Background: an optimization exercise with open tools, aiming at small area, a short achievable clock period and few clock cycles per item. Do not read the settings as production practice. The RTL was checked by simulation tests, not by an equivalence proof against the original design. Power figures rest on the tool's default switching activity, not on a simulated workload.

## flow/config.mk

```make
export PLATFORM = sky130hd
export DESIGN_NAME = axi_system_top
export DESIGN_NICKNAME = axi_system_top
export VERILOG_FILES = /design/flow/design.v
export SDC_FILE = /design/flow/constraint.sdc
export NUM_CORES = 4
export LEC_CHECK = 0
export CAP_MARGIN = 20
export CORE_MARGIN = 2
export CORE_UTILIZATION = 72
export CTS_CLUSTER_DIAMETER = 80
export CTS_CLUSTER_SIZE = 30
export SETUP_SLACK_MARGIN = 2.1
export SLEW_MARGIN = 20
```

## flow/constraint.sdc

```tcl
create_clock -name core_clock -period 4.0 [get_ports {aclk}]
set_input_delay 0.8000 -clock core_clock [delete_from_list [all_inputs] [get_ports {aclk}]]
set_output_delay 0.8000 -clock core_clock [all_outputs]
set_load 0.01 [all_outputs]
```

## flow/design.v

```verilog
module register_file #(
    parameter DATA_WIDTH = 32,
    parameter NUM_REGS   = 16
)(
    input                       clk,
    input                       rst_n,
    input                       wr_req,
    input   [3:0]               wr_sel,
    input   [DATA_WIDTH-1:0]    wr_data,
    input   [DATA_WIDTH/8-1:0]  wr_strb,
    output reg                  wr_done,
    input                       rd_req,
    input   [3:0]               rd_sel,
    output reg [DATA_WIDTH-1:0] rd_data,
    output reg                  rd_done
);
    localparam NB = DATA_WIDTH/8;
    reg [DATA_WIDTH*NUM_REGS-1:0] regs;
    reg [NUM_REGS-1:0]            valid;
    wire [DATA_WIDTH-1:0] wr_data_m;
    genvar g;
    generate
        for (g = 0; g < NB; g = g + 1) begin : g_m
            assign wr_data_m[8*g +: 8] = wr_data[8*g +: 8] & {8{wr_strb[g]}};
        end
    endgenerate
    reg [3:0] wr_lo, wr_hi, rd_lo, rd_hi;
    integer j;
    always @(*)
        for (j = 0; j < 4; j = j + 1) begin
            wr_lo[j] = wr_req && wr_sel[1:0] == j;
            wr_hi[j] = wr_sel[3:2] == j;
            rd_lo[j] = rd_sel[1:0] == j;
            rd_hi[j] = rd_sel[3:2] == j;
        end
    reg [NUM_REGS-1:0] wr_hit;
    reg [NUM_REGS-1:0] rd_hit;
    integer r, b;
    always @(*)
        for (r = 0; r < NUM_REGS; r = r + 1) begin
            wr_hit[r] = wr_lo[r % 4] && wr_hi[r / 4];
            rd_hit[r] = rd_lo[r % 4] && rd_hi[r / 4] && valid[r];
        end
    always @(posedge clk or negedge rst_n) begin
        if (!rst_n) begin
            valid   <= {NUM_REGS{1'b0}};
            wr_done <= 1'b0;
            rd_done <= 1'b0;
        end else begin
            valid   <= valid | wr_hit;
            wr_done <= wr_req;
            rd_done <= rd_req;
        end
    end
    always @(posedge clk)
        for (r = 0; r < NUM_REGS; r = r + 1)
            for (b = 0; b < NB; b = b + 1)
                if (wr_lo[r % 4] && wr_hi[r / 4] && (wr_strb[b] || !valid[r]))
                    regs[r*DATA_WIDTH + 8*b +: 8] <= wr_data_m[8*b +: 8];
    reg [DATA_WIDTH-1:0] rd_next;
    always @(*) begin
        rd_next = {DATA_WIDTH{1'b0}};
        for (r = 0; r < NUM_REGS; r = r + 1)
            rd_next = rd_next | (regs[r*DATA_WIDTH +: DATA_WIDTH] & {DATA_WIDTH{rd_hit[r]}});
    end
    always @(posedge clk)
        rd_data <= rd_next;
endmodule
module axi_system_top #
(
    parameter ADDR_WIDTH = 32,
    parameter DATA_WIDTH = 32,
    parameter NUM_REGS   = 16
)
(
    input                       aclk,
    input                       aresetn,
    input                       m_wr_req,
    input   [ADDR_WIDTH-1:0]    m_wr_addr,
    input   [DATA_WIDTH-1:0]    m_wr_data,
    input   [DATA_WIDTH/8-1:0]  m_wr_strb,
    output                      m_wr_done,
    output  [1:0]               m_wr_resp,
    input                       m_rd_req,
    input   [ADDR_WIDTH-1:0]    m_rd_addr,
    output  [DATA_WIDTH-1:0]    m_rd_data,
    output                      m_rd_done,
    output  [1:0]               m_rd_resp
);
    register_file #(
        .DATA_WIDTH (DATA_WIDTH),
        .NUM_REGS   (NUM_REGS)
    ) u_regs (
        .clk     (aclk),
        .rst_n   (aresetn),
        .wr_req  (m_wr_req),
        .wr_sel  (m_wr_addr[5:2]),
        .wr_data (m_wr_data),
        .wr_strb (m_wr_strb),
        .wr_done (m_wr_done),
        .rd_req  (m_rd_req),
        .rd_sel  (m_rd_addr[5:2]),
        .rd_data (m_rd_data),
        .rd_done (m_rd_done)
    );
    assign m_wr_resp = 2'b00;
    assign m_rd_resp = 2'b00;
endmodule
```

## flow/flow/run.sh

```bash
#!/bin/bash
# The standard layout, with the resizer free to change a cell's footprint.
set -euo pipefail
bash standard.sh MATCH_CELL_FOOTPRINT=0 "BUFFER_PORTS_ARGS=-buffer_cell sky130_fd_sc_hd__buf_1" finish > standard.log 2>&1
```

## flow/standard.sh

```bash
#!/bin/bash
# synth_recipe.tcl (not shown) runs the flow's synth.tcl, then flattens the netlist and writes it again
# the make line also repeats each setting of config.mk as NAME=value (left out here)
make -C /OpenROAD-flow-scripts/flow DESIGN_CONFIG=/design/flow/config.mk WORK_HOME=/design/flow/orfs CLKGATE_MAP_FILE= SYNTH_SCRIPT=/design/flow/synth_recipe.tcl "${@:-finish}"
```

==> impl_metrics.env, run 1 <==
export IMPL_overflow=0
export IMPL_fp_row_count=61
export IMPL_clock_latency_ns=0.57
export IMPL_grt_max_degree=33
export IMPL_netlist_area_leader_share=0.7519
export IMPL_cts_root_buf="clkbuf_16"
export IMPL_ys_warnings_count=1
export IMPL_antenna_found_initial=2
export IMPL_cts_clk_slew_worst_paths_ns=0.11
export IMPL_grt_pass1_wl_um=73470
export IMPL_dp_hpwl_um=29570
export IMPL_finClkSkew_ns=0.02722
export IMPL_clock_sinks=562
export IMPL_multi_input_area_um2=4028
export IMPL_first_pass_iters=6
export IMPL_synth_area_leaders="edfxtp_1 75%, a22oi_1 8.1%, dfxtp_1 3.1%"
export IMPL_synth_top_cell_by_area="edfxtp_1"
export IMPL_slew_viol_final=0
export IMPL_grt_util_all_layers=0.3391
export IMPL_ant_nets=0
export IMPL_fill_cells=1407
export IMPL_wirelength_um=51290
export IMPL_die_h_um=172.5
export IMPL_synthCells=1158
export IMPL_initial_core_util=0.7340
export IMPL_peakVddDrop_mv=0.4045
export IMPL_area_growth_pct=12.00
export IMPL_hold_buffers=0
export IMPL_synth_most_common_cell="edfxtp_1"
export IMPL_power_leakage_nw=7.215
export IMPL_core_um2=27860
export IMPL_fin_util=0.8221
export IMPL_synth_seq_cells=562
export IMPL_final_nets=1400
export IMPL_cts_made_buffers=22
export IMPL_fin_crit_ns=2.012
export IMPL_synth_commonest_cells="512 x edfxtp_1, 220 x a22oi_1, 65 x a21oi_1, 64 x a22o_1, 60 x clkbuf_1"
export IMPL_endpoint_kind="flop"
export IMPL_drc=0
export IMPL_wire_per_inst_um=30.31
export IMPL_via_per_inst=7.166
export IMPL_ff_latch_area_um2=16470
export IMPL_status="finished clean"
export IMPL_fmax_mhz=497.0
export IMPL_fp_dieW_um=172.5
export IMPL_clock_path_buffers=3
export IMPL_power_density_nw_per_um2=441.9
export IMPL_gp_congestion=0.9614
export IMPL_tightest_slew_ns=0.7761
export IMPL_num_io_pins=142
export IMPL_crit_type="input pin to flop"
export IMPL_period_share=0.5031
export IMPL_worst_ep_required_time_ns=4.28
export IMPL_portBuffers=81
export IMPL_final_cells=1692
export IMPL_num_vias=12130
export IMPL_first_iter_violations=1814
export IMPL_ys_flop_type="edfxtp_1"
export IMPL_drive_gt1_frac=0.1425
export IMPL_htree_levels=1
export IMPL_dieArea_um2=29760
export IMPL_hold_violations=0
export IMPL_synthArstFlopShare=0.03203
export IMPL_setup_worst_path_start_class="input pin"
export IMPL_fin_setup_tns_ns=0
export IMPL_synth_yosys_seq_area_share=0.8053
export IMPL_grt_pass1_vias=11780
export IMPL_synth_cell_type_count=31
export IMPL_reg2reg_slack_ns=2.13
export IMPL_min_path_type="input pin to async pin"
export IMPL_power_mw=10.12
export IMPL_synthesis_area_um2=20450
export IMPL_setup_viol=0
export IMPL_worstPathMaxFanout=6
export IMPL_synth_area_per_cell_um2=17.66
export IMPL_place_inst=1628
export IMPL_cp_arrival_ns=2.29
export IMPL_rsz0062_at_grt="true"
export IMPL_maxSlewHeadroom=0.4820
export IMPL_cts_tree="yes"
export IMPL_synth_edf_count=512
export IMPL_max_cap_violations=0
[critical path: stages]
cell     delay [ns]
buf_1          0.27
and3b_1        0.31
nand3_1        0.33
a21oi_2        0.35
buf_4          0.23
[cell families after synthesis]
| logic type | Yosys count | synth area share |
|---|---|---|
| other | 1 | 0.0001834 |
| DFF | 562 | 0.8053 |
| AOI/OAI and AO/OA | 353 | 0.1259 |
| buffers and inverters | 77 | 0.01542 |
| and+or+nand+nor | 165 | 0.05318 |
[per-layer routing]
| metal | vias up | part of all wire | GRT usage | wire [um] |
|---|---|---|---|---|
| met5 | - | 0 | 0 | 0 |
| met4 | 0 | 0.045 | 0.1435 | 2324 |
| met3 | 156 | 0.11 | 0.07140 | 5629 |
| met2 | 850 | 0.48 | 0.5333 | 24510 |
| met1 | 6090 | 0.37 | 0.4725 | 18820 |
| li1 | 5029 | - | - | - |
[worst paths after layout]
| check | from | endpoint | cells past startpoint |
|---|---|---|---|
| max | m_wr_addr[4] | u_regs.regs[242]$_DFFE_PP_ | 5 |
| min | aresetn | u_regs.valid[6]$_DFF_PN0_ | 2 |
| min in group core_clock | m_rd_req | u_regs.rd_done$_DFF_PN0_ | 1 |
| max in group asynchronous | aresetn | u_regs.valid[3]$_DFF_PN0_ | 2 |
| max reg2reg | u_regs.valid[11]$_DFF_PN0_ | u_regs.rd_data[25]$_DFF_P_ | 6 |
| min reg2reg | u_regs.regs[53]$_DFFE_PP_ | u_regs.rd_data[21]$_DFF_P_ | 2 |
[final cells by class]
| type | instances | share of cell area |
|---|---|---|
| Clock inverter | 1 | 0.0003825 |
| Inverter | 4 | 0.0009834 |
| Multi-Input combinational cell | 523 | 0.1759 |
| Clock buffer | 39 | 0.02776 |
| Timing Repair Buffer | 183 | 0.05496 |
| Antenna cell | 2 | 0.0002185 |
| Sequential cell | 562 | 0.7192 |
| Tap cell | 378 | 0.02065 |
[metrics by stage]
step	setup WS (ns)	cell area, um^2	hold WS, ns
floorplan	1.953	20780	0.4444
global placement	0.8476	21760	0.4678
detailed placement	0.8174	21760	0.4717
CTS	1.947	22670	0.1914
global route	2.025	22900	0.2336
finish	1.988	22900	0.2118
[report_power, final]
group | internal [mW] | switching [mW] | leakage (nW)
Combinational | 0.255 | 0.483 | 1.76
Clock | 1.10 | 1.61 | 0.307
Sequential | 6.54 | 0.121 | 5.14
[state kept, by name, indices dropped and copies added (netlist names)]
| signal | flops |
|---|---|
| u_regs.valid | 16 |
| u_regs.rd_data | 32 |
| u_regs.rd_done | 1 |
| u_regs.regs | 512 |
| u_regs.wr_done | 1 |
[layout by cell type, fill, tap and decap left out, drive strengths merged, types with 3 or more instances in the layout]
master	instances
edfxtp	512
a22oi	220
buf	174
a21oi	65
a22o	64
clkbuf	48
and2	34
dfxtp	32
nand4	31
and4	31
nand2	18
dfrtp	18
nand2b	17
nor2	7
nand3	6
conb	4
nor3b	4
and3	4
nor2b	4
and3b	3
inv	3
[timing repair]
action                                 4_1_cts  5_1_grt
pin swaps                                    1        0
gates cloned                                 0        1
resized for setup                           31       25
setup endpoints to repair                  140      259
setup buffers                               12        9
endpoints found under the hold margin        0        0
Testbench counts, summed over its fixed seeds: cycles 6,168, items 8,192.
==> inputs of run 2 (changes only) <==
--- a/flow/config.mk
+++ b/flow/config.mk
@@ -9,3 +9,3 @@
 export CORE_MARGIN = 2
-export CORE_UTILIZATION = 72
+export CORE_UTILIZATION = 64
 export CTS_CLUSTER_DIAMETER = 80
==> run 2 against run 1 <==
Net effect:
- via count shrank 6.4%
- power increased by 1.5%
- global-route usage is 5.7 points lower
- still clean on timing, DRC and antenna
- flip-flop and latch count stayed put
- highest routed layer is now met5
- cell count rose by 1.2%
- worst hold slack worse by 0.029 ns
- non-clock buffer count decreased by 2
- largest power group unchanged
- clock skew fell by 0.0050 ns
- register-to-register slack improved by 0.07 ns
==> impl_metrics.env, run 2 <==
export IMPL_die_h_um=182.7
export IMPL_gp_congestion=1.006
export IMPL_core_um2=31470
export IMPL_startpoint="m_wr_req"
export IMPL_grt_max_degree=33
export IMPL_fp_row_count=65
export IMPL_grtUsageMet2=0.4657
export IMPL_synthesis_area_um2=20450
export IMPL_overflow=0
export IMPL_synth_most_common_cell="edfxtp_1"
export IMPL_crit_type="input pin to flop"
export IMPL_rsz0062_at_grt="true"
export IMPL_final_cell_area_um2=23090
export IMPL_period_share=0.4852
export IMPL_finClkSkew_ns=0.02226
export IMPL_synth_cell_type_count=31
export IMPL_area_growth_pct=12.91
export IMPL_grt_pass1_vias=10870
export IMPL_timing_rr_start="u_regs.valid[3]$_DFF_PN0_"
export IMPL_slew_viol_final=0
export IMPL_wire_per_inst_um=27.66
export IMPL_tightest_slew_ns=0.8981
export IMPL_antenna_cells=0
export IMPL_top_usage_layer="met2"
export IMPL_portBuffers=81
export IMPL_layout_common_cells="512 x edfxtp_1, 219 x a22oi_1, 78 x buf_4"
export IMPL_grtUsageMet1=0.4100
export IMPL_ant_nets=0
export IMPL_clock_latency_ns=0.58
export IMPL_drc=0
export IMPL_dieArea_um2=33390
export IMPL_largest_reg_flops=512
export IMPL_worstPathMaxFanout=8
export IMPL_final_nets=1399
export IMPL_reg_top3="u_regs.regs: 512 flops, u_regs.rd_data: 32 flops, u_regs.valid: 16 flops"
export IMPL_num_io_pins=142
export IMPL_reg2reg_slack_ns=2.20
export IMPL_status="finished clean"
export IMPL_worst_r2r_path_depth=6
export IMPL_synth_commonest_cells="512 x edfxtp_1, 220 x a22oi_1, 65 x a21oi_1, 64 x a22o_1, 60 x clkbuf_1"
export IMPL_num_vias=11350
export IMPL_setup_viol=0
export IMPL_final_cells=1713
export IMPL_fin_setup_tns_ns=0
export IMPL_synth_area_leaders="edfxtp_1 75%, a22oi_1 8.1%, dfxtp_1 3.1%"
export IMPL_wirelength_um=47380
export IMPL_reg2reg_to="u_regs.rd_data[17]$_DFF_P_"
export IMPL_synth_top_cell_by_area="edfxtp_1"
export IMPL_cp_arrival_ns=2.23
export IMPL_fill_cells=1953
export IMPL_setup_worst_path_start_class="input pin"
export IMPL_synth_seq_cells=562
export IMPL_synth_edf_count=512
export IMPL_htree_levels=1
export IMPL_cts_root_buf="clkbuf_16"
export IMPL_final_common_cell="edfxtp_1"
export IMPL_dp_hpwl_um=29320
export IMPL_placed_area_um2=21730
export IMPL_maxSlewHeadroom=0.4006
export IMPL_power_density_nw_per_um2=445.1
export IMPL_fmax_mhz=515.2
export IMPL_first_iter_violations=1296
export IMPL_via_per_inst=6.626
export IMPL_hold_buffers=0
export IMPL_use_met3=0.03137
export IMPL_clock_sinks=562
export IMPL_netlist_area_leader_share=0.7519
export IMPL_fp_dieW_um=182.7
export IMPL_synth_yosys_seq_area_share=0.8053
export IMPL_clock_path_buffers=3
export IMPL_endpoint_kind="flop"
export IMPL_min_path_type="input pin to async pin"
export IMPL_grt_pass1_wl_um=68390
export IMPL_ys_flop_type="edfxtp_1"
export IMPL_hold_slack_ns=0.1831
export IMPL_cts_made_buffers=23
export IMPL_cts_clk_slew_worst_paths_ns=0.11
export IMPL_drive_gt1_frac=0.1571
export IMPL_ys_warnings_count=1
export IMPL_fin_crit_ns=1.941
export IMPL_synthCells=1158
export IMPL_hold_violations=0
export IMPL_grt_util_all_layers=0.2823
export IMPL_regMostFlops="u_regs.regs"
export IMPL_initial_core_util=0.6497
export IMPL_synthArstFlopShare=0.03203
export IMPL_first_pass_iters=5
export IMPL_worst_ep_required_time_ns=4.29
export IMPL_antenna_found_initial=1
export IMPL_power_leakage_nw=7.283
export IMPL_place_inst=1645
export IMPL_synth_area_per_cell_um2=17.66
export IMPL_max_cap_violations=0
export IMPL_critPathCapture="u_regs.regs[379]$_DFFE_PP_"
export IMPL_peakVddDrop_mv=0.3864
export IMPL_cts_tree="yes"
## run 2: worst min path at each step
stage	startpoint	to	slack [ns]	cells past startpoint
after floorplan	u_regs.regs[477]$_DFFE_PP_	u_regs.rd_data[29]$_DFF_P_	0.44	2
after global placement	u_regs.regs[45]$_DFFE_PP_	u_regs.rd_data[13]$_DFF_P_	0.47	2
after detailed placement	u_regs.regs[477]$_DFFE_PP_	u_regs.rd_data[29]$_DFF_P_	0.47	2
after CTS	aresetn	u_regs.valid[14]$_DFF_PN0_	0.19	1
after global routing	aresetn	u_regs.valid[14]$_DFF_PN0_	0.20	1
final	aresetn	u_regs.valid[14]$_DFF_PN0_	0.18	1
## run 2: cells by family (layout without fill, tap and decap cells)
logic type	Yosys count	count (layout)	synth area share
other	1	4	0.0001834
AOI/OAI and AO/OA	353	353	0.1259
and+or+nand+nor	165	166	0.05318
DFF	562	562	0.8053
buffers and inverters	77	226	0.01542
## run 2: report_power, final
group	internal [mW]	switching [mW]	total, mW
registers	6.55	0.113	6.66
clock network	1.18	1.70	2.88
logic	0.269	0.473	0.741
total	7.99	2.28	10.3
## run 2: per-stage QoR
stage               worst slack [ns]  power (mW)  utilization
floorplan                      1.953       7.158            -
global placement              0.9199       7.435       0.6904
detailed placement            0.9072       7.452       0.6904
CTS                            1.826       10.24       0.7207
global route                   1.968       10.56       0.7335
finish                         2.059       10.28       0.7335
## run 2: timing repair
item | 4_1_cts | 5_1_grt
setup buffers | 11 | 15
endpoints found under the hold margin | 0 | 0
cloned | 1 | 0
pin swaps | 0 | 2
gates resized for setup | 40 | 44
endpoints found under the setup margin | 223 | 312
## run 2: final cells by class
type                            instances  area, um^2  area share
Clock inverter                          6       80.08    0.003468
Timing Repair Buffer                  181        1305     0.05653
Inverter                                4       22.52   0.0009755
Sequential cell                       562       16480      0.7137
Tap cell                              402       503.0     0.02179
Multi-Input combinational cell        523        4078      0.1766
Clock buffer                           35       620.6     0.02688
## run 2: routing by layer
layer | vias up | part of all wire | routed length, um
met1 | 5762 | 0.41 | 19450
met4 | 2 | 0.026 | 1254
met2 | 478 | 0.49 | 23370
met5 | - | 0.00025 | 12
met3 | 85 | 0.070 | 3296
li1 | 5023 | - | -
## run 2: worst max-delay path, cell delays in order
cell and delay [ns]:
buf_1 0.24, nand2_1 0.09, nor2_1 0.22, nand3_1 0.39
a21oi_1 0.26, buf_4 0.22
==> inputs of run 3 (changes only) <==
--- a/flow/config.mk
+++ b/flow/config.mk
@@ -9,3 +9,3 @@
 export CORE_MARGIN = 2
-export CORE_UTILIZATION = 64
+export CORE_UTILIZATION = 70
 export CTS_CLUSTER_DIAMETER = 80
==> run 3 against run 2 <==
Net effect:
- count of clock-buffer cells in the layout increased by 3
- first-iteration DRC count grew 31%
- sequential power about the same
- critical path depth did not move
- power is 0.15% lower
- clock skew down 0.0064 ns
- sequential share of layout area is 0.27 points lower
- register-to-register slack lost 0.09 ns
- non-clock buffer count is 3 higher
- global-route usage is 2.2 points higher
- synthesized cell count stayed put
- combinational power up 3%
- largest power group unchanged
==> impl_metrics.env, run 3 <==
export IMPL_status="finished clean"
export IMPL_place_ws_ns=0.9045
export IMPL_crit_type="input pin to flop"
export IMPL_fin_crit_ns=2.031
export IMPL_gp_congestion=1.007
export IMPL_fp_dieW_um=174.9
export IMPL_worst_ep_required_time_ns=4.27
export IMPL_synth_top_cell_by_area="edfxtp_1"
export IMPL_cts_clk_slew_worst_paths_ns=0.11
export IMPL_finClkSkew_ns=0.01584
export IMPL_num_vias=11660
export IMPL_overflow=0
export IMPL_grt_max_degree=33
export IMPL_power_density_nw_per_um2=442.9
export IMPL_grt_util_all_layers=0.3042
export IMPL_synth_yosys_seq_area_share=0.8053
export IMPL_grt_pass1_vias=11150
export IMPL_synth_most_common_cell="edfxtp_1"
export IMPL_switching_share=0.2159
export IMPL_ys_flop_type="edfxtp_1"
export IMPL_portBuffers=81
export IMPL_first_iter_violations=1693
export IMPL_synth_seq_cells=562
export IMPL_clock_latency_ns=0.56
export IMPL_timing_rr_start="u_regs.valid[4]$_DFF_PN0_"
export IMPL_intPower_mw=8.046
export IMPL_worstPathMaxFanout=8
export IMPL_tightest_slew_ns=0.8861
export IMPL_ys_warnings_count=1
export IMPL_ant_nets=0
export IMPL_synth_commonest_cells="512 x edfxtp_1, 220 x a22oi_1, 65 x a21oi_1, 64 x a22o_1, 60 x clkbuf_1"
export IMPL_synth_cell_type_count=31
export IMPL_reg_top3="u_regs.regs: 512 flops, u_regs.rd_data: 32 flops, u_regs.valid: 16 flops"
export IMPL_placed_area_um2=21680
export IMPL_hold_violations=0
export IMPL_num_io_pins=142
export IMPL_synth_area_leaders="edfxtp_1 75%, a22oi_1 8.1%, dfxtp_1 3.1%"
export IMPL_maxSlewHeadroom=0.4086
export IMPL_wire_per_inst_um=27.79
export IMPL_slew_viol_final=0
export IMPL_clock_path_buffers=3
export IMPL_final_nets=1400
export IMPL_first_pass_iters=6
export IMPL_place_inst=1623
export IMPL_layout_common_cells="512 x edfxtp_1, 219 x a22oi_1, 84 x buf_4"
export IMPL_critical_path_top_delay_family="simple AND/OR/NAND/NOR gates"
export IMPL_clock_sinks=562
export IMPL_dieArea_um2=30590
export IMPL_setup_worst_path_start_class="input pin"
export IMPL_cp_arrival_ns=2.30
export IMPL_via_per_inst=6.862
export IMPL_endpoint_kind="flop"
export IMPL_cts_root_buf="clkbuf_16"
export IMPL_initial_core_util=0.7124
export IMPL_reg2reg_slack_ns=2.11
export IMPL_final_cells=1699
export IMPL_power_leakage_nw=7.276
export IMPL_netlist_area_leader_share=0.7519
export IMPL_peakVddDrop_mv=0.5571
export IMPL_largest_reg_flops=512
export IMPL_setup_viol=0
export IMPL_setup_ws_ns=1.969
export IMPL_regMostFlops="u_regs.regs"
export IMPL_critical_path_buf_inv_count=2
export IMPL_synthArstFlopShare=0.03203
export IMPL_reg2reg_to="u_regs.rd_data[2]$_DFF_P_"
export IMPL_fmax_mhz=492.3
export IMPL_max_cap_violations=0
export IMPL_period_share=0.5078
export IMPL_final_cell_area_um2=23170
export IMPL_wirelength_um=47210
export IMPL_worst_r2r_path_depth=5
export IMPL_core_um2=28700
export IMPL_fin_setup_tns_ns=0
export IMPL_cp_slowest_cell="nand2_1"
export IMPL_die_h_um=174.9
export IMPL_pwr_share_comb=0.074
export IMPL_p_clk_frac=0.276
export IMPL_p_seq_frac=0.650
export IMPL_p_sw_mw=2.215
export IMPL_min_path_type="input pin to async pin"
export IMPL_cpMostUsedCell="nand2_1"
export IMPL_synth_area_per_cell_um2=17.66
export IMPL_dp_hpwl_um=28940
export IMPL_grt_pass1_wl_um=68370
export IMPL_synth_edf_count=512
export IMPL_antenna_found_initial=4
export IMPL_drive_gt1_frac=0.1578
export IMPL_drc=0
export IMPL_hold_slack_ns=0.1920
export IMPL_rsz0062_at_grt="true"
export IMPL_max_stage_delay_ns=0.38
export IMPL_htree_levels=1
export IMPL_synthesis_area_um2=20450
export IMPL_fp_row_count=62
export IMPL_cts_tree="yes"
export IMPL_final_common_cell="edfxtp_1"
export IMPL_cts_made_buffers=22
export IMPL_path_cells="buf_1 -> nand2_1 -> nor2_1 -> nand2_1 -> a21oi_1 -> buf_4"
export IMPL_hold_buffers=0
export IMPL_area_growth_pct=13.32
export IMPL_synthCells=1158
==> run 3: cell counts after synthesis <==
No cell type changed its count.
==> run 3: area by class of cell <==
type,count,area (um^2)
fill,1459,5533
multi-input combinational,522,4173
sequential,562,16470
inverter,4,22.52
tap,384,480.5
clock buffer,38,631.9
antenna,3,7.507
timing repair buffer,184,1320
clock inverter,2,60.06
==> run 3: what timing repair did <==
item / CTS / global route
endpoints found under the hold margin: 0 / 0
pin swaps: 2 / 2
setup buffers: 13 / 20
gates resized for setup: 44 / 47
setup endpoints to repair: 215 / 290
==> run 3: metal layers <==
layer | global-route usage | wire length (um)
met2 | 0.4896 | 23000
met3 | 0.04003 | 3898
met1 | 0.4465 | 18550
met5 | 0 | 13
met4 | 0.09444 | 1746
==> run 3: power by group through the flow <==
stage	combinational (mW)	sequential [mW]	clock, mW
detailed placement	0.666	6.78	0
global placement	0.649	6.78	0
CTS	0.706	6.65	2.84
finish	0.761	6.67	2.83
global route	0.813	6.67	3.05
floorplan	0.390	6.77	0
==> run 3: stage by stage <==
| step | util | total power, mW |
|---|---|---|
| after floorplan | - | 7.158 |
| after global placement | 0.7552 | 7.425 |
| after detailed placement | 0.7552 | 7.445 |
| after CTS | 0.7884 | 10.20 |
| after global routing | 0.8071 | 10.54 |
| final | 0.8072 | 10.26 |
==> run 3: worst register-to-register path, cell delays in order (launching register included) <==
cell	delay, ns
dfrtp_1	0.56
and4b_1	0.31
buf_4	0.23
a22oi_1	0.22
nand4_1	0.14
nand4b_1	0.27
==> run 3: cells by family after synthesis <==
family / synth area share
buffers and inverters: 0.01542
AOI/OAI and AO/OA: 0.1259
and+or+nand+nor: 0.05318
DFF: 0.8053
other: 0.0001834
==> run 3: worst max-delay path by stage <==
stage	from	slack, ns	cells after the start	to
3_5_place_dp	m_rd_addr[3]	0.90	7	u_regs.rd_data[20]$_DFF_P_
6_report	m_wr_addr[5]	1.97	6	u_regs.regs[269]$_DFFE_PP_
2_1_floorplan	m_wr_strb[0]	1.95	3	u_regs.regs[128]$_DFFE_PP_
3_3_place_gp	m_rd_addr[3]	0.94	7	u_regs.rd_data[17]$_DFF_P_
4_1_cts	m_wr_addr[2]	1.79	4	u_regs.regs[301]$_DFFE_PP_
5_1_grt	m_wr_addr[3]	1.90	5	u_regs.regs[324]$_DFFE_PP_
==> inputs of run 4 (changes only) <==
--- a/flow/config.mk
+++ b/flow/config.mk
@@ -9,5 +9,6 @@
 export CORE_MARGIN = 2
-export CORE_UTILIZATION = 70
+export CORE_UTILIZATION = 68
 export CTS_CLUSTER_DIAMETER = 80
 export CTS_CLUSTER_SIZE = 30
+export PLACE_DENSITY_LB_ADDON = 0.2
 export SETUP_SLACK_MARGIN = 2.1
==> run 4 against run 3 <==
Net effect:
- still clean on timing, DRC and antenna
- sequential power about the same
- global-route usage down 0.14 points
- critical path depth down 2
- via count up 3.5%
- critical endpoint is now u_regs.regs[234]$_DFFE_PP_
- largest power group unchanged
==> impl_metrics.env, run 4 <==
export IMPL_first_iter_violations=1996
export IMPL_grt_pass1_wl_um=69050
export IMPL_min_path_type="input pin to async pin"
export IMPL_cp_slowest_cell="a21oi_2"
export IMPL_synth_area_per_cell_um2=17.66
export IMPL_regMostFlops="u_regs.regs"
export IMPL_hold_violations=0
export IMPL_fin_util=0.7821
export IMPL_critical_path_top_delay_family="simple AND/OR/NAND/NOR gates"
export IMPL_reg_top3="u_regs.regs: 512 flops, u_regs.rd_data: 32 flops, u_regs.valid: 16 flops"
export IMPL_tightest_slew_ns=0.8972
export IMPL_synth_edf_count=512
export IMPL_ys_warnings_count=1
export IMPL_slew_viol_final=0
export IMPL_worst_r2r_path_depth=5
export IMPL_portBuffers=81
export IMPL_setup_worst_path_start_class="input pin"
export IMPL_ys_flop_type="edfxtp_1"
export IMPL_synth_commonest_cells="512 x edfxtp_1, 220 x a22oi_1, 65 x a21oi_1, 64 x a22o_1, 60 x clkbuf_1"
export IMPL_dp_hpwl_um=28620
export IMPL_crit_type="input pin to flop"
export IMPL_status="finished clean"
export IMPL_worstPathMaxFanout=8
export IMPL_final_cell_area_um2=23180
export IMPL_placed_area_um2=21630
export IMPL_synth_seq_cells=562
export IMPL_reg2reg_to="u_regs.rd_data[25]$_DFF_P_"
export IMPL_synth_cell_type_count=31
export IMPL_cts_root_buf="clkbuf_16"
export IMPL_final_common_cell="edfxtp_1"
export IMPL_fill_cells=1539
export IMPL_clock_latency_ns=0.57
export IMPL_layout_common_cells="512 x edfxtp_1, 217 x a22oi_1, 77 x buf_4"
export IMPL_cts_made_buffers=22
export IMPL_antenna_found_initial=5
export IMPL_finClkSkew_ns=0.01684
export IMPL_dieArea_um2=31470
export IMPL_area_growth_pct=13.36
export IMPL_max_cap_violations=0
export IMPL_clock_sinks=562
export IMPL_synthesis_area_um2=20450
export IMPL_fmax_mhz=485.7
export IMPL_fin_setup_tns_ns=0
export IMPL_critical_path_buf_inv_count=1
export IMPL_core_um2=29640
export IMPL_initial_core_util=0.6899
export IMPL_gp_congestion=0.9912
export IMPL_fin_crit_ns=2.059
export IMPL_die_h_um=177.4
export IMPL_via_per_inst=7.066
export IMPL_fp_dieW_um=177.4
export IMPL_final_nets=1404
export IMPL_synth_most_common_cell="edfxtp_1"
export IMPL_power_leakage_nw=7.284
export IMPL_max_stage_delay_ns=0.58
export IMPL_grt_pass1_vias=11180
export IMPL_period_share=0.5147
export IMPL_synthArstFlopShare=0.03203
export IMPL_synth_yosys_seq_area_share=0.8053
export IMPL_largest_reg_flops=512
export IMPL_timing_rr_start="u_regs.valid[2]$_DFF_PN0_"
export IMPL_endpoint_kind="flop"
export IMPL_grt_max_degree=33
export IMPL_setup_viol=0
export IMPL_fp_row_count=63
export IMPL_power_density_nw_per_um2=439.9
export IMPL_rsz0062_at_grt="true"
export IMPL_synthCells=1158
export IMPL_synth_area_leaders="edfxtp_1 75%, a22oi_1 8.1%, dfxtp_1 3.1%"
export IMPL_wire_per_inst_um=29.31
export IMPL_cp_arrival_ns=2.27
export IMPL_cts_tree="yes"
export IMPL_drc=0
export IMPL_grt_util_all_layers=0.3029
export IMPL_drive_gt1_frac=0.1535
export IMPL_place_ws_ns=0.8380
export IMPL_htree_levels=1
export IMPL_worst_ep_required_time_ns=4.21
export IMPL_peakVddDrop_mv=0.4619
export IMPL_path_cells="buf_1 -> and3b_1 -> nand3_1 -> a21oi_2"
export IMPL_maxSlewHeadroom=0.4012
export IMPL_wirelength_um=50060
export IMPL_overflow=0
export IMPL_setup_ws_ns=1.941
export IMPL_reg2reg_slack_ns=2.18
export IMPL_num_vias=12070
export IMPL_synth_top_cell_by_area="edfxtp_1"
export IMPL_clock_path_buffers=3
export IMPL_cts_clk_slew_worst_paths_ns=0.11
export IMPL_netlist_area_leader_share=0.7519
export IMPL_ant_nets=0
export IMPL_num_io_pins=142
export IMPL_first_pass_iters=6
-- run 4: cell counts after synthesis --
No cell type changed its count.
-- run 4: worst max path at each step --
stage / from / depth (start not counted) / to
floorplan: m_wr_strb[0] / 3 / u_regs.regs[128]$_DFFE_PP_
global placement: m_rd_addr[4] / 6 / u_regs.rd_data[29]$_DFF_P_
detailed placement: m_rd_addr[4] / 6 / u_regs.rd_data[2]$_DFF_P_
CTS: m_wr_req / 5 / u_regs.regs[377]$_DFFE_PP_
global route: m_wr_req / 4 / u_regs.regs[234]$_DFFE_PP_
finish: m_wr_req / 4 / u_regs.regs[234]$_DFFE_PP_
-- run 4: power by group --
part           leakage (nW)  internal, mW  switching, mW
logic                  1.83         0.285          0.500
registers              5.14          6.55          0.118
clock network         0.312          1.12           1.63
-- run 4: metrics by stage --
stage	cells	hold WS (ns)	total power, mW
floorplan	1161	0.4444	7.158
global placement	1622	0.4690	7.413
detailed placement	1622	0.4702	7.434
CTS	1674	0.3365	10.10
global route	1708	0.2069	10.47
finish	1708	0.1853	10.20
-- run 4: kinds of logic after synthesis --
family | share of synthesized area
AO/OA/AOI/OAI | 0.1259
buffers and inverters | 0.01542
flip-flops | 0.8053
other | 0.0001834
AND/OR/NAND/NOR | 0.05318
-- run 4: final cells by class --
type | count | area, um^2 | area share
flip-flops and latches | 562 | 16470 | 0.7107
multi-input cells | 523 | 4114 | 0.1775
clock inverters | 1 | 8.758 | 0.0003778
repair buffers | 187 | 1423 | 0.06137
clock buffers | 39 | 645.6 | 0.02785
diodes | 2 | 5.005 | 0.0002159
well taps | 390 | 488.0 | 0.02105
inverters | 4 | 22.52 | 0.0009716
-- run 4: what timing repair did --
action                                 CTS  global route
cloned                                   0             2
endpoints found under the hold margin    0             0
buffers inserted                        12            30
resized for setup                       42            43
setup endpoints to repair              225           216
pin swaps                                1             5
hold buffers                             0             0
-- run 4: per-layer routing --
layer | track usage | vias to the layer above | routed length (um) | share of wire
met4 | 0.09051 | 4 | 1630 | 0.033
met3 | 0.04413 | 139 | 5676 | 0.11
li1 | - | 5040 | - | -
met5 | 0 | - | 27 | 0.00054
met1 | 0.4461 | 5974 | 18750 | 0.37
met2 | 0.4818 | 911 | 23970 | 0.48
==> inputs of run 5 (changes only) <==
--- a/flow/config.mk
+++ b/flow/config.mk
@@ -7,3 +7,3 @@
 export LEC_CHECK = 0
-export CAP_MARGIN = 20
+export CAP_MARGIN = 0
 export CORE_MARGIN = 2
@@ -12,4 +12,3 @@
 export CTS_CLUSTER_SIZE = 30
-export PLACE_DENSITY_LB_ADDON = 0.2
 export SETUP_SLACK_MARGIN = 2.1
-export SLEW_MARGIN = 20
+export SLEW_MARGIN = 0
==> run 5 against run 4 <==
Net effect:
- critical endpoint is now u_regs.rd_data[2]$_DFF_P_
- combinational power is 0.5% higher
- sequential share of layout area is 0.11 points higher
- power is 0.37% higher
- flip-flop and latch count stayed put
- still clean on timing, DRC and antenna
- register-to-register slack worse by 0.07 ns
==> impl_metrics.env, run 5 <==
export IMPL_status="finished clean"
export IMPL_synthArstFlopShare=0.03203
export IMPL_wirelength_um=51050
export IMPL_grt_pass1_vias=11270
export IMPL_synth_top_cell_by_area="edfxtp_1"
export IMPL_hold_buffers=0
export IMPL_largest_reg_flops=512
export IMPL_slew_viol_final=0
export IMPL_synth_edf_count=512
export IMPL_synthCells=1158
export IMPL_crit_type="input pin to flop"
export IMPL_power_density_nw_per_um2=442.2
export IMPL_final_cell_area_um2=23140
export IMPL_path_cells="buf_1 -> buf_12 -> and2_1 -> buf_6 -> a22o_1 -> a22oi_1 -> nand4_1 -> nand4b_1"
export IMPL_dieArea_um2=31470
export IMPL_via_per_inst=6.957
export IMPL_grt_max_degree=33
export IMPL_cp_slowest_cell="a22o_1"
export IMPL_worst_ep_required_time_ns=4.44
export IMPL_gp_congestion=0.9293
export IMPL_final_nets=1411
export IMPL_synth_area_per_cell_um2=17.66
export IMPL_final_cells=1713
export IMPL_first_iter_violations=1853
export IMPL_final_common_cell="edfxtp_1"
export IMPL_overflow=0
export IMPL_cp_arrival_ns=2.33
export IMPL_antenna_found_initial=3
export IMPL_wire_per_inst_um=29.80
export IMPL_fp_row_count=63
export IMPL_fin_setup_tns_ns=0
export IMPL_critical_path_top_delay_family="simple AND/OR/NAND/NOR gates"
export IMPL_fp_dieW_um=177.4
export IMPL_reg_top3="u_regs.regs: 512 flops, u_regs.rd_data: 32 flops, u_regs.valid: 16 flops"
export IMPL_place_ws_ns=0.9063
export IMPL_clock_path_buffers=3
export IMPL_worstPathMaxFanout=16
export IMPL_fin_crit_ns=1.894
export IMPL_rsz0062_at_grt="true"
export IMPL_max_stage_delay_ns=0.25
export IMPL_max_cap_violations=0
export IMPL_synthesis_area_um2=20450
export IMPL_first_pass_iters=8
export IMPL_power_leakage_nw=7.315
export IMPL_portBuffers=81
export IMPL_finClkSkew_ns=0.01624
export IMPL_setup_worst_path_start_class="input pin"
export IMPL_hold_violations=0
export IMPL_setup_viol=0
export IMPL_regMostFlops="u_regs.regs"
export IMPL_synth_yosys_seq_area_share=0.8053
export IMPL_ys_warnings_count=1
export IMPL_ys_flop_type="edfxtp_1"
export IMPL_synth_commonest_cells="512 x edfxtp_1, 220 x a22oi_1, 65 x a21oi_1, 64 x a22o_1, 60 x clkbuf_1"
export IMPL_setup_ws_ns=2.106
export IMPL_htree_levels=1
export IMPL_place_inst=1636
export IMPL_peakVddDrop_mv=0.4070
export IMPL_drc=0
export IMPL_layout_common_cells="512 x edfxtp_1, 218 x a22oi_1, 89 x buf_4"
export IMPL_period_share=0.4735
export IMPL_cts_clk_slew_worst_paths_ns=0.11
export IMPL_initial_core_util=0.6899
export IMPL_die_h_um=177.4
export IMPL_dp_hpwl_um=29700
export IMPL_core_um2=29640
export IMPL_clock_latency_ns=0.56
export IMPL_min_path_type="input pin to async pin"
export IMPL_cts_root_buf="clkbuf_16"
export IMPL_grt_pass1_wl_um=71460
export IMPL_grt_util_all_layers=0.3195
export IMPL_maxSlewHeadroom=0.3459
export IMPL_fmax_mhz=528.0
export IMPL_tightest_slew_ns=0.9801
export IMPL_critical_path_buf_inv_count=3
export IMPL_synth_most_common_cell="edfxtp_1"
export IMPL_area_growth_pct=13.18
export IMPL_synth_seq_cells=562
export IMPL_synth_cell_type_count=31
export IMPL_clock_sinks=562
export IMPL_num_io_pins=142
export IMPL_drive_gt1_frac=0.1536
export IMPL_ant_nets=0
export IMPL_endpoint_kind="flop"
export IMPL_netlist_area_leader_share=0.7519
export IMPL_cts_tree="yes"
export IMPL_placed_area_um2=21750
export IMPL_cts_made_buffers=22
export IMPL_synth_area_leaders="edfxtp_1 75%, a22oi_1 8.1%, dfxtp_1 3.1%"
export IMPL_num_vias=11920
==> run 5: cell types whose count changed in the layout (fill, tap and decap cells not counted), moves of 2 or more <==
cell and change:
buf_4 +12, buf_12 -8, a21oi_1 +2, a21oi_4 -2, buf_1 +2, buf_6 +2
clkbuf_2 -2
==> run 5: path summary, 6_finish.rpt <==
kind | startpoint | to | slack [ns] | depth (start not counted)
worst max-delay path | m_rd_addr[3] | u_regs.rd_data[2]$_DFF_P_ | 2.11 | 8
worst min-delay path | aresetn | u_regs.wr_done$_DFF_PN0_ | 0.20 | 2
worst max register to register | u_regs.valid[10]$_DFF_PN0_ | u_regs.rd_data[2]$_DFF_P_ | 2.11 | 6
worst min register to register | u_regs.regs[39]$_DFFE_PP_ | u_regs.rd_data[7]$_DFF_P_ | 0.50 | 2
max in group asynchronous | aresetn | u_regs.valid[1]$_DFF_PN0_ | 3.54 | 2
min in group core_clock | m_rd_req | u_regs.rd_done$_DFF_PN0_ | 0.36 | 1
==> run 5: per-stage QoR <==
step	hold WS, ns	utilization	total power, mW
3_3_place_gp	0.4696	0.7340	7.445
5_1_grt	0.2113	0.7807	10.48
4_1_cts	0.2006	0.7736	10.18
3_5_place_dp	0.4695	0.7340	7.468
6_report	0.2026	0.7808	10.23
2_1_floorplan	0.4444	-	7.158
==> run 5: cell type report <==
| cell class | instances | area [um^2] |
|---|---|---|
| Sequential cell | 562 | 16470 |
| Fill cell | 1681 | 6496 |
| Multi-Input combinational cell | 524 | 4108 |
| Timing Repair Buffer | 193 | 1390 |
| Clock buffer | 37 | 628.1 |
| Tap cell | 390 | 488.0 |
| Clock inverter | 2 | 35.03 |
| Inverter | 4 | 18.77 |
| Antenna cell | 1 | 2.502 |
==> run 5: metal layers <==
layer / global-route usage / vias up / part of all wire
met1: 0.4747 / 5959 / 0.39
met2: 0.4953 / 782 / 0.47
met3: 0.05420 / 129 / 0.11
li1: - / 5046 / -
met5: 0 / - / 0.00025
met4: 0.1018 / 2 / 0.036
==> run 5: kinds of logic after synthesis <==
| kind of cell | count (synthesis) | share of synthesized area |
|---|---|---|
| AOI/OAI and AO/OA | 353 | 0.1259 |
| other | 1 | 0.0001834 |
| DFF | 562 | 0.8053 |
| and+or+nand+nor | 165 | 0.05318 |
| buffers and inverters | 77 | 0.01542 |
==> run 5: power breakdown <==
group          internal [mW]  total [mW]  switching [mW]
combinational          0.282       0.789           0.507
sequential              6.54        6.66           0.117
clock                   1.16        2.78            1.63
total                   7.99        10.2            2.25
==> run 5: what timing repair did <==
action,in CTS,in global routing
gates cloned,1,3
endpoints found under the setup margin,206,154
setup buffers,21,12
resized for setup,55,23
pin swaps,4,5
==> inputs of run 6 (changes only) <==
--- a/flow/config.mk
+++ b/flow/config.mk
@@ -7,3 +7,3 @@
 export LEC_CHECK = 0
-export CAP_MARGIN = 0
+export CAP_MARGIN = 20
 export CORE_MARGIN = 2
@@ -12,3 +12,4 @@
 export CTS_CLUSTER_SIZE = 30
+export GPL_TIMING_DRIVEN = 0
 export SETUP_SLACK_MARGIN = 2.1
-export SLEW_MARGIN = 0
+export SLEW_MARGIN = 20
==> run 6 against run 5 <==
Net effect:
- critical path type unchanged
- flip-flop and latch count unchanged
- still clean
- via count up 7.6%
- synthesized cell count unchanged
- highest routed layer is now met4
- clock skew up 0.011 ns
- largest cell class unchanged
- cell count up 3.7%
- final area up 6.9%
- clock power up about 10%
- worst hold slack worse by 0.011 ns
- largest power group unchanged
- register-to-register slack worse by 0.19 ns
- sequential power about the same
==> impl_metrics.env, run 6 <==
export IMPL_gp_congestion=0.9885
export IMPL_netlist_area_leader_share=0.7519
export IMPL_maxSlewHeadroom=0.5466
export IMPL_synth_area_per_cell_um2=17.66
export IMPL_fill_cells=1351
export IMPL_ys_warnings_count=1
export IMPL_fin_setup_tns_ns=0
export IMPL_period_share=0.5276
export IMPL_reg2reg_to="u_regs.rd_data[30]$_DFF_P_"
export IMPL_tightest_slew_ns=0.6801
export IMPL_ant_nets=0
export IMPL_fmax_mhz=473.9
export IMPL_wire_per_inst_um=32.10
export IMPL_initial_core_util=0.6899
export IMPL_portBuffers=81
export IMPL_min_path_type="input pin to async pin"
export IMPL_p_seq_frac=0.625
export IMPL_crit_type="input pin to flop"
export IMPL_synth_yosys_seq_area_share=0.8053
export IMPL_synth_edf_count=512
export IMPL_area_growth_pct=21.01
export IMPL_dr_wl_met2_um=26550
export IMPL_synth_top_cell_by_area="edfxtp_1"
export IMPL_synthCells=1158
export IMPL_endpoint_kind="flop"
export IMPL_fp_row_count=63
export IMPL_worst_ep_required_time_ns=4.29
export IMPL_overflow=0
export IMPL_clock_latency_ns=0.59
export IMPL_setup_ws_ns=1.890
export IMPL_num_vias=12830
export IMPL_via_per_inst=7.222
export IMPL_first_pass_iters=6
export IMPL_hold_violations=0
export IMPL_topRoutingLayerUsed="met4"
export IMPL_grt_pass1_wl_um=78250
export IMPL_p_clk_frac=0.287
export IMPL_synth_most_common_cell="edfxtp_1"
export IMPL_place_ws_ns=0.7949
export IMPL_met1Wirelength_um=20820
export IMPL_cts_clk_slew_worst_paths_ns=0.12
export IMPL_synth_commonest_cells="512 x edfxtp_1, 220 x a22oi_1, 65 x a21oi_1, 64 x a22o_1, 60 x clkbuf_1"
export IMPL_setup_worst_path_start_class="input pin"
export IMPL_dieArea_um2=31470
export IMPL_die_h_um=177.4
export IMPL_ys_flop_type="edfxtp_1"
export IMPL_reg2reg_slack_ns=1.92
export IMPL_setup_viol=0
export IMPL_pwr_share_comb=0.088
export IMPL_peakVddDrop_mv=0.3929
export IMPL_htree_levels=1
export IMPL_path_cells="buf_1 -> nor2_1 -> nand2_1 -> a21oi_4 -> buf_4"
export IMPL_intPower_mw=8.162
export IMPL_wl_met3_um=6695
export IMPL_power_mw=10.68
export IMPL_num_io_pins=142
export IMPL_max_cap_violations=0
export IMPL_antenna_cells=0
export IMPL_worstPathMaxFanout=7
export IMPL_cp_arrival_ns=2.40
export IMPL_reg_top3="u_regs.regs: 512 flops, u_regs.rd_data: 32 flops, u_regs.valid: 16 flops"
export IMPL_worst_r2r_path_depth=5
export IMPL_regMostFlops="u_regs.regs"
export IMPL_core_um2=29640
export IMPL_synth_seq_cells=562
export IMPL_cp_slowest_cell="nand2_1"
export IMPL_synth_area_leaders="edfxtp_1 75%, a22oi_1 8.1%, dfxtp_1 3.1%"
export IMPL_status="finished clean"
export IMPL_hold_buffers=0
export IMPL_cts_root_buf="clkbuf_16"
export IMPL_drc=0
export IMPL_final_common_cell="edfxtp_1"
export IMPL_cts_made_buffers=24
export IMPL_p_sw_mw=2.523
export IMPL_slew_viol_final=0
export IMPL_first_iter_violations=2270
export IMPL_wirelength_um=57010
export IMPL_clock_sinks=562
export IMPL_switching_share=0.2361
export IMPL_layout_common_cells="512 x edfxtp_1, 219 x a22oi_1, 64 x a22o_1, 64 x a21oi_4, 59 x buf_12"
export IMPL_clock_path_buffers=3
export IMPL_grt_util_all_layers=0.3505
export IMPL_dp_hpwl_um=32080
export IMPL_rsz0062_at_grt="true"
export IMPL_grt_pass1_vias=11960
export IMPL_synthArstFlopShare=0.03203
export IMPL_critical_path_top_delay_family="simple AND/OR/NAND/NOR gates"
export IMPL_drive_gt1_frac=0.2496
export IMPL_finClkSkew_ns=0.02758
export IMPL_power_density_nw_per_um2=431.8
export IMPL_ff_latch_area_um2=16480
export IMPL_multi_input_area_um2=4566
export IMPL_grt_max_degree=32
export IMPL_critical_path_buf_inv_count=2
export IMPL_final_nets=1475
export IMPL_timing_rr_start="u_regs.valid[15]$_DFF_PN0_"
export IMPL_antenna_found_initial=0
export IMPL_synthesis_area_um2=20450
export IMPL_cts_tree="yes"
export IMPL_synth_cell_type_count=31
export IMPL_max_stage_delay_ns=0.45
export IMPL_largest_reg_flops=512
export IMPL_fp_dieW_um=177.4
export IMPL_fin_crit_ns=2.110
export IMPL_power_leakage_nw=7.838
[run 6: metal layers]
layer,up-vias,GRT usage
met2,1071,0.5352
met5,-,0
met4,0,0.1414
met3,210,0.04799
met1,6361,0.5233
li1,5184,-
[run 6: worst reg2reg max path, delay by kind of cell, from the launching register on]
kind / cells / cell delay (ns)
simple gates: 2 / 0.29
buf+inv: 1 / 0.32
compound gates: 2 / 0.75
flops: 1 / 0.57
[run 6: repair_timing]
action / CTS / global route
pin swaps: 38 / 2
buffers inserted: 65 / 38
endpoints found under the setup margin: 540 / 533
gates resized for setup: 226 / 78
[run 6: cell families (layout without fill, tap and decap cells)]
kind of cell	after synthesis	after routing	share of synthesized area
compound gates	353	353	0.1259
buf+inv	77	302	0.01542
flops	562	562	0.8053
other cells	1	4	0.0001834
simple gates	165	165	0.05318
[run 6: worst max-delay path by stage]
stage | start | to | slack, ns | cells after the start
6_report | m_wr_addr[2] | u_regs.regs[149]$_DFFE_PP_ | 1.89 | 5
5_1_grt | m_wr_addr[2] | u_regs.regs[150]$_DFFE_PP_ | 1.92 | 5
4_1_cts | m_wr_addr[3] | u_regs.regs[451]$_DFFE_PP_ | 1.92 | 4
3_5_place_dp | m_wr_strb[2] | u_regs.regs[275]$_DFFE_PP_ | 0.79 | 4
3_3_place_gp | m_wr_strb[3] | u_regs.regs[155]$_DFFE_PP_ | 0.71 | 4
2_1_floorplan | m_wr_strb[0] | u_regs.regs[128]$_DFFE_PP_ | 1.95 | 3
[run 6: area by class of cell]
cell class | count | area share
flip-flops and latches | 562 | 0.6662
clock inverters | 7 | 0.004298
inverters | 4 | 0.001214
clock buffers | 34 | 0.02665
well taps | 390 | 0.01972
plain buffers | 73 | 0.02291
multi-input cells | 522 | 0.1845
repair buffers | 184 | 0.07453
[run 6: power groups by stage]
stage / registers (mW) / clock network, mW / logic [mW]
2_1_floorplan: 6.77 / 0 / 0.390
3_3_place_gp: 6.77 / 0 / 0.666
3_5_place_dp: 6.78 / 0 / 0.686
4_1_cts: 6.66 / 3.02 / 0.813
5_1_grt: 6.69 / 3.24 / 0.980
6_report: 6.68 / 3.06 / 0.937
[run 6: metrics by stage]
stage,hold WS (ns),utilization,cells,instance area [um^2]
5_1_grt,0.2072,0.8349,1776,24740
3_5_place_dp,0.4738,0.7288,1632,21600
6_report,0.1915,0.8349,1776,24740
3_3_place_gp,0.4660,0.7277,1632,21570
4_1_cts,0.1913,0.8108,1738,24030
2_1_floorplan,0.4444,-,1161,20780
==> inputs of run 7 (changes only) <==
--- a/flow/config.mk
+++ b/flow/config.mk
@@ -12,4 +12,4 @@
 export CTS_CLUSTER_SIZE = 30
-export GPL_TIMING_DRIVEN = 0
 export SETUP_SLACK_MARGIN = 2.1
 export SLEW_MARGIN = 20
+export TNS_END_PERCENT = 10
==> run 7 against run 6 <==
Net effect:
- clock power shrank 11%
- sequential power is essentially flat
- worst hold slack gained 0.15 ns
- final area shrank 7.6%
- combinational power shrank 23%
- count of clock-buffer cells in the layout grew 3
==> impl_metrics.env, run 7 <==
export IMPL_max_cap_violations=0
export IMPL_synth_fa_ha_area_frac=0
export IMPL_cp_arrival_ns=2.33
export IMPL_fin_crit_ns=2.041
export IMPL_tightest_slew_ns=0.8339
export IMPL_synth_area_leaders="edfxtp_1 75%, a22oi_1 8.1%, dfxtp_1 3.1%"
export IMPL_slew_viol_final=0
export IMPL_reg_top3="u_regs.regs: 512 flops, u_regs.rd_data: 32 flops, u_regs.valid: 16 flops"
export IMPL_clock_path_buffers=3
export IMPL_synth_seq_cells=562
export IMPL_ys_warnings_count=1
export IMPL_switching_share=0.2200
export IMPL_pwr_share_comb=0.071
export IMPL_path_cells="buf_1 -> nor3b_2 -> nand2_1 -> a21oi_4 -> buf_12"
export IMPL_hold_violations=0
export IMPL_status="finished clean"
export IMPL_cts_root_buf="clkbuf_16"
export IMPL_cp_slowest_cell="nor3b_2"
export IMPL_clock_sinks=562
export IMPL_p_sw_mw=2.226
export IMPL_wire_per_inst_um=28.89
export IMPL_ys_flop_type="edfxtp_1"
export IMPL_worstPathMaxFanout=8
export IMPL_dr_wl_met2_um=23480
export IMPL_setup_viol=0
export IMPL_synth_xor_area_share=0
export IMPL_initial_core_util=0.6899
export IMPL_synth_compound_area_frac=0.1259
export IMPL_grt_max_degree=32
export IMPL_num_vias=11560
export IMPL_endpoint_kind="flop"
export IMPL_area_growth_pct=11.79
export IMPL_core_um2=29640
export IMPL_synth_edf_count=512
export IMPL_min_path_type="input pin to flop"
export IMPL_place_inst=1635
export IMPL_drc=0
export IMPL_fin_util=0.7712
export IMPL_cts_tree="yes"
export IMPL_fp_dieW_um=177.4
export IMPL_synth_top_family_by_area="compound AO/OA/AOI/OAI gates"
export IMPL_via_per_inst=6.837
export IMPL_wirelength_um=48850
export IMPL_clock_latency_ns=0.58
export IMPL_setup_worst_path_start_class="input pin"
export IMPL_die_h_um=177.4
export IMPL_synthArstFlopShare=0.03203
export IMPL_intPower_mw=7.891
export IMPL_setup_ws_ns=1.959
export IMPL_fin_setup_tns_ns=0
export IMPL_grt_util_all_layers=0.3119
export IMPL_max_stage_delay_ns=0.43
export IMPL_synth_yosys_seq_area_share=0.8053
export IMPL_first_pass_iters=6
export IMPL_portBuffers=81
export IMPL_synth_commonest_cells="512 x edfxtp_1, 220 x a22oi_1, 65 x a21oi_1, 64 x a22o_1, 60 x clkbuf_1"
export IMPL_rsz0062_at_grt="true"
export IMPL_muxShareOfSynthArea=0
export IMPL_ant_nets=0
export IMPL_first_iter_violations=1627
export IMPL_fill_cells=1688
export IMPL_final_common_cell="edfxtp_1"
export IMPL_htree_levels=1
export IMPL_critical_path_buf_inv_count=2
export IMPL_synthesis_area_um2=20450
export IMPL_p_seq_frac=0.659
export IMPL_final_nets=1389
export IMPL_power_density_nw_per_um2=442.6
export IMPL_finClkSkew_ns=0.02156
export IMPL_fp_row_count=63
export IMPL_place_ws_ns=0.9312
export IMPL_power_leakage_nw=7.145
export IMPL_worst_ep_required_time_ns=4.29
export IMPL_antenna_found_initial=0
export IMPL_grt_pass1_vias=11010
export IMPL_drive_gt1_frac=0.1308
export IMPL_num_io_pins=142
export IMPL_peakVddDrop_mv=0.3714
export IMPL_synth_most_common_cell="edfxtp_1"
export IMPL_dieArea_um2=31470
export IMPL_p_clk_frac=0.270
export IMPL_met1Wirelength_um=19540
export IMPL_synthCells=1158
export IMPL_netlist_area_leader_share=0.7519
export IMPL_maxSlewHeadroom=0.4435
export IMPL_crit_type="input pin to flop"
export IMPL_critical_path_top_delay_family="simple AND/OR/NAND/NOR gates"
export IMPL_grt_pass1_wl_um=69960
export IMPL_synth_top_cell_by_area="edfxtp_1"
export IMPL_cts_clk_slew_worst_paths_ns=0.11
export IMPL_fmax_mhz=489.9
export IMPL_period_share=0.5103
export IMPL_dp_hpwl_um=29810
export IMPL_topRoutingLayerUsed="met4"
export IMPL_synth_cell_type_count=31
export IMPL_largest_reg_flops=512
export IMPL_gp_congestion=0.9502
export IMPL_synth_simple_area_share=0.05318
export IMPL_wl_met3_um=4315
export IMPL_regMostFlops="u_regs.regs"
export IMPL_layout_common_cells="512 x edfxtp_1, 220 x a22oi_1, 77 x buf_1"
export IMPL_power_mw=10.12
export IMPL_overflow=0
export IMPL_final_cells=1691
export IMPL_cts_made_buffers=22
export IMPL_synth_area_per_cell_um2=17.66
[run 7: logic make-up (layout without fill, tap and decap cells)]
| group | after synthesis | after routing |
|---|---|---|
| DFF | 562 | 562 |
| and+or+nand+nor | 165 | 166 |
| other | 1 | 5 |
| buffers and inverters | 77 | 215 |
| AOI/OAI and AO/OA | 353 | 353 |
[run 7: power groups by stage]
stage | registers [mW] | clock network [mW] | logic, mW
6_report | 6.67 | 2.73 | 0.721
5_1_grt | 6.68 | 2.92 | 0.771
4_1_cts | 6.65 | 2.74 | 0.696
3_5_place_dp | 6.78 | 0 | 0.677
3_3_place_gp | 6.77 | 0 | 0.662
2_1_floorplan | 6.77 | 0 | 0.367
[run 7: timing repair]
item                       CTS  global route
gates resized for setup     30            26
gates cloned                 1             0
hold buffers                 1             0
setup buffers                4            10
pin swaps                    2             0
setup endpoints to repair  201           230
hold endpoints to repair     1             0
[run 7: path summary, 6_finish.rpt]
check,from,end,slack (ns),depth (start not counted)
max reg2reg,u_regs.valid[2]$_DFF_PN0_,u_regs.rd_data[0]$_DFF_P_,1.99,5
min,m_rd_req,u_regs.rd_done$_DFF_PN0_,0.34,1
min in group asynchronous,aresetn,u_regs.rd_done$_DFF_PN0_,0.54,2
max,m_wr_req,u_regs.regs[76]$_DFFE_PP_,1.96,5
max in group asynchronous,aresetn,u_regs.valid[1]$_DFF_PN0_,2.96,3
min reg2reg,u_regs.regs[25]$_DFFE_PP_,u_regs.rd_data[25]$_DFF_P_,0.50,2
[run 7: through the flow]
stage,hold WS [ns],instance area (um^2)
detailed placement,0.4756,21730
global placement,0.4682,21720
floorplan,0.4444,20600
global route,0.3104,22850
finish,0.3372,22860
CTS,0.3256,22490
[run 7: routing by layer]
layer | track usage | vias up
met1 | 0.4626 | 5827
met2 | 0.4945 | 645
li1 | - | 4997
met4 | 0.09768 | 0
met5 | 0 | -
met3 | 0.03985 | 92
[run 7: layout make-up]
class | instances | area (um^2) | area share
Sequential cell | 562 | 16470 | 0.7205
Multi-Input combinational cell | 523 | 4083 | 0.1786
Timing Repair Buffer | 172 | 1156 | 0.05058
Clock buffer | 37 | 628.1 | 0.02748
Tap cell | 390 | 488.0 | 0.02135
Inverter | 4 | 18.77 | 0.0008211
Clock inverter | 2 | 12.51 | 0.0005474
Antenna cell | 1 | 2.502 | 0.0001095
==> inputs of run 8 (changes only) <==
--- a/flow/config.mk
+++ b/flow/config.mk
@@ -9,3 +9,3 @@
 export CORE_MARGIN = 2
-export CORE_UTILIZATION = 68
+export CORE_UTILIZATION = 64
 export CTS_CLUSTER_DIAMETER = 80
==> run 8 against run 7 <==
Net effect:
- largest power group unchanged
- via count shrank 0.38%
- critical path depth shrank 1
- fmax grew 3.2%
- clock skew grew 0.0032 ns
- die area grew 6.1%
- clock power grew 2%
- worst setup slack gained 0.063 ns
- combinational power is essentially flat
- power grew 0.57%
- core utilization shrank 4.1 points
==> impl_metrics.env, run 8 <==
export IMPL_status="finished clean"
export IMPL_critPathCapture="u_regs.regs[114]$_DFFE_PP_"
export IMPL_setup_worst_path_start_class="input pin"
export IMPL_first_pass_iters=7
export IMPL_antenna_found_initial=0
export IMPL_fin_util=0.7306
export IMPL_place_inst=1654
export IMPL_synth_cell_type_count=31
export IMPL_synth_simple_area_share=0.05318
export IMPL_die_h_um=182.7
export IMPL_regMostFlops="u_regs.regs"
export IMPL_crit_type="input pin to flop"
export IMPL_hold_buffers=0
export IMPL_worst_r2r_path_depth=6
export IMPL_via_per_inst=6.696
export IMPL_dieArea_um2=33390
export IMPL_worstPathMaxFanout=15
export IMPL_max_cap_violations=0
export IMPL_finClkSkew_ns=0.02476
export IMPL_synth_yosys_seq_area_share=0.8053
export IMPL_grt_pass1_vias=11090
export IMPL_synth_commonest_cells="512 x edfxtp_1, 220 x a22oi_1, 65 x a21oi_1, 64 x a22o_1, 60 x clkbuf_1"
export IMPL_setup_viol=0
export IMPL_layout_common_cells="512 x edfxtp_1, 218 x a22oi_1, 89 x buf_4"
export IMPL_hold_slack_ns=0.2039
export IMPL_clock_path_buffers=3
export IMPL_worst_ep_required_time_ns=4.22
export IMPL_power_leakage_nw=7.232
export IMPL_gp_congestion=0.9779
export IMPL_clock_latency_ns=0.57
export IMPL_tightest_slew_ns=0.7058
export IMPL_final_cells=1720
export IMPL_critical_path_buf_inv_count=3
export IMPL_critical_path_top_delay_family="buffers and inverters"
export IMPL_area_growth_pct=12.46
export IMPL_setup_ws_ns=2.021
export IMPL_grt_util_all_layers=0.2986
export IMPL_fp_row_count=65
export IMPL_min_path_type="input pin to async pin"
export IMPL_wirelength_um=49200
export IMPL_dp_hpwl_um=29940
export IMPL_first_iter_violations=1399
export IMPL_synth_fa_ha_area_frac=0
export IMPL_muxShareOfSynthArea=0
export IMPL_largest_reg_flops=512
export IMPL_synth_top_cell_by_area="edfxtp_1"
export IMPL_hold_violations=0
export IMPL_core_um2=31470
export IMPL_drive_gt1_frac=0.1412
export IMPL_final_nets=1405
export IMPL_fp_dieW_um=182.7
export IMPL_cp_arrival_ns=2.20
export IMPL_path_cells="buf_1 -> clkinvlp_4 -> buf_12 -> a21oi_4"
export IMPL_maxSlewHeadroom=0.5290
export IMPL_slew_viol_final=0
export IMPL_num_io_pins=142
export IMPL_synthArstFlopShare=0.03203
export IMPL_cts_root_buf="clkbuf_16"
export IMPL_htree_levels=1
export IMPL_synth_area_leaders="edfxtp_1 75%, a22oi_1 8.1%, dfxtp_1 3.1%"
export IMPL_power_density_nw_per_um2=442.5
export IMPL_fin_crit_ns=1.979
export IMPL_final_common_cell="edfxtp_1"
export IMPL_synth_top_family_by_area="compound AO/OA/AOI/OAI gates"
export IMPL_timing_rr_start="u_regs.valid[11]$_DFF_PN0_"
export IMPL_endpoint_kind="flop"
export IMPL_cts_clk_slew_worst_paths_ns=0.11
export IMPL_netlist_area_leader_share=0.7519
export IMPL_clock_sinks=562
export IMPL_grt_pass1_wl_um=71460
export IMPL_initial_core_util=0.6497
export IMPL_grt_max_degree=32
export IMPL_synth_area_per_cell_um2=17.66
export IMPL_rsz0062_at_grt="true"
export IMPL_period_share=0.4946
export IMPL_reg_top3="u_regs.regs: 512 flops, u_regs.rd_data: 32 flops, u_regs.valid: 16 flops"
export IMPL_synth_xor_area_share=0
export IMPL_synth_seq_cells=562
export IMPL_num_vias=11520
export IMPL_overflow=0
export IMPL_wire_per_inst_um=28.61
export IMPL_synthesis_area_um2=20450
export IMPL_cp_depth=4
export IMPL_fmax_mhz=505.4
export IMPL_ys_flop_type="edfxtp_1"
export IMPL_peakVddDrop_mv=0.4129
export IMPL_max_stage_delay_ns=0.47
export IMPL_fin_setup_tns_ns=0
export IMPL_cts_made_buffers=23
export IMPL_synth_compound_area_frac=0.1259
export IMPL_synth_edf_count=512
export IMPL_synth_most_common_cell="edfxtp_1"
export IMPL_startpoint="m_wr_strb[2]"
export IMPL_ys_warnings_count=1
export IMPL_ant_nets=0
export IMPL_portBuffers=81
export IMPL_cp_slowest_cell="buf_1"
export IMPL_reg2reg_slack_ns=2.09
export IMPL_drc=0
export IMPL_synthCells=1158
export IMPL_place_ws_ns=0.9455
export IMPL_cts_tree="yes"
export IMPL_reg2reg_to="u_regs.rd_data[3]$_DFF_P_"
[run 8: cell counts after synthesis]
No cell type changed its count.
[run 8: area by class of cell]
cell class | instances | area, um^2
Tap cell | 402 | 503.0
Clock inverter | 4 | 47.55
Clock buffer | 37 | 628.1
Inverter | 4 | 26.28
Sequential cell | 562 | 16470
Antenna cell | 1 | 2.502
Timing Repair Buffer | 188 | 1310
Fill cell | 1943 | 8479
Multi-Input combinational cell | 522 | 4006
[run 8: stage by stage]
step	total power [mW]	area [um^2]
3_3_place_gp	7.443	21800
6_report	10.18	22990
2_1_floorplan	7.136	20600
3_5_place_dp	7.459	21810
5_1_grt	10.45	22990
4_1_cts	10.18	22820
[run 8: worst min path at each step]
stage          cells after the start                          to  slack, ns                       start
2_1_floorplan                      2  u_regs.rd_data[29]$_DFF_P_       0.44  u_regs.regs[477]$_DFFE_PP_
3_3_place_gp                       2  u_regs.rd_data[17]$_DFF_P_       0.47   u_regs.regs[49]$_DFFE_PP_
3_5_place_dp                       2  u_regs.rd_data[28]$_DFF_P_       0.47   u_regs.regs[28]$_DFFE_PP_
4_1_cts                            2    u_regs.rd_done$_DFF_PN0_       0.19                     aresetn
5_1_grt                            2    u_regs.rd_done$_DFF_PN0_       0.21                     aresetn
6_report                           2    u_regs.rd_done$_DFF_PN0_       0.20                     aresetn
[run 8: cell families (layout without fill, tap and decap cells)]
| group | count (synthesis) | after routing |
|---|---|---|
| flops | 562 | 562 |
| compound gates | 353 | 353 |
| simple gates | 165 | 165 |
| buf+inv | 77 | 233 |
| other cells | 1 | 5 |
[run 8: worst reg2reg max path: stages (launching register included)]
cell and delay (ns):
dfrtp_1 0.52, and2_1 0.24, buf_6 0.18, a22o_1 0.28, a22oi_1 0.21, and4_1 0.23
nand4_1 0.11
[run 8: per-layer routing]
metal,track usage,wire length (um)
met5,0,0
met4,0.07290,1256
met3,0.03554,3804
met2,0.4794,23740
met1,0.4486,20400
[run 8: repair_timing]
action,4_1_cts,5_1_grt
resized for setup,35,8
setup buffers,16,8
endpoints found under the setup margin,196,353
pin swaps,1,0
[run 8: report_power, final]
part / internal [mW] / leakage (nW) / switching, mW
Sequential: 6.54 / 5.14 / 0.114
Combinational: 0.256 / 1.77 / 0.467
Clock: 1.12 / 0.322 / 1.67
Total: 7.92 / 7.23 / 2.25

[afterwards: timing with drivers on the ports]
The flow's constraints put no driver on any port. The routed layouts listed below were extracted and timed again, unchanged, in two steps.
Step 1 assumes that a clkbuf_16 drives the clock port and a buf_2 every other input.
Step 2 moves the port delays by t, midway between the first and last clock arrival at a register: inputs arrive t later, outputs are due t later. That takes back most of the time a late clock gives input paths.
a / b / c = ideal / step 1 / step 2; a / b = the first two.
run	t (ns)	slack for setup (ns)	worst hold slack (ns)	worst setup path at the end	slew at the worst register clock pin (ns)
run 1	0.609	1.988 / 2.014 / 1.406	0.212 / 0.186 / 0.492	input to register	0.11 / 0.11
run 2	0.621	2.059 / 2.022 / 1.400	0.183 / 0.153 / 0.488	input to register	0.12 / 0.12
run 3	0.601	1.969 / 1.927 / 1.326	0.192 / 0.178 / 0.496	input to register	0.12 / 0.12
run 4	0.609	1.941 / 1.915 / 1.306	0.185 / 0.159 / 0.491	input to register	0.12 / 0.12
run 5	0.605	2.106 / 2.084 / 1.494	0.203 / 0.178 / 0.502	input to register	0.12 / 0.12
run 6	0.627	1.890 / 1.874 / 1.247	0.192 / 0.167 / 0.488	input to register	0.12 / 0.12
run 7	0.619	1.959 / 1.979 / 1.360	0.337 / 0.304 / 0.502	input to register	0.12 / 0.12
run 8	0.609	2.021 / 2.021 / 1.413	0.204 / 0.173 / 0.496	input to register	0.11 / 0.11
After both steps setup and hold are still met in every run listed. The setup slack of run 2, which loses most, moves by -0.037 ns with the drivers and by -0.659 ns with both steps.
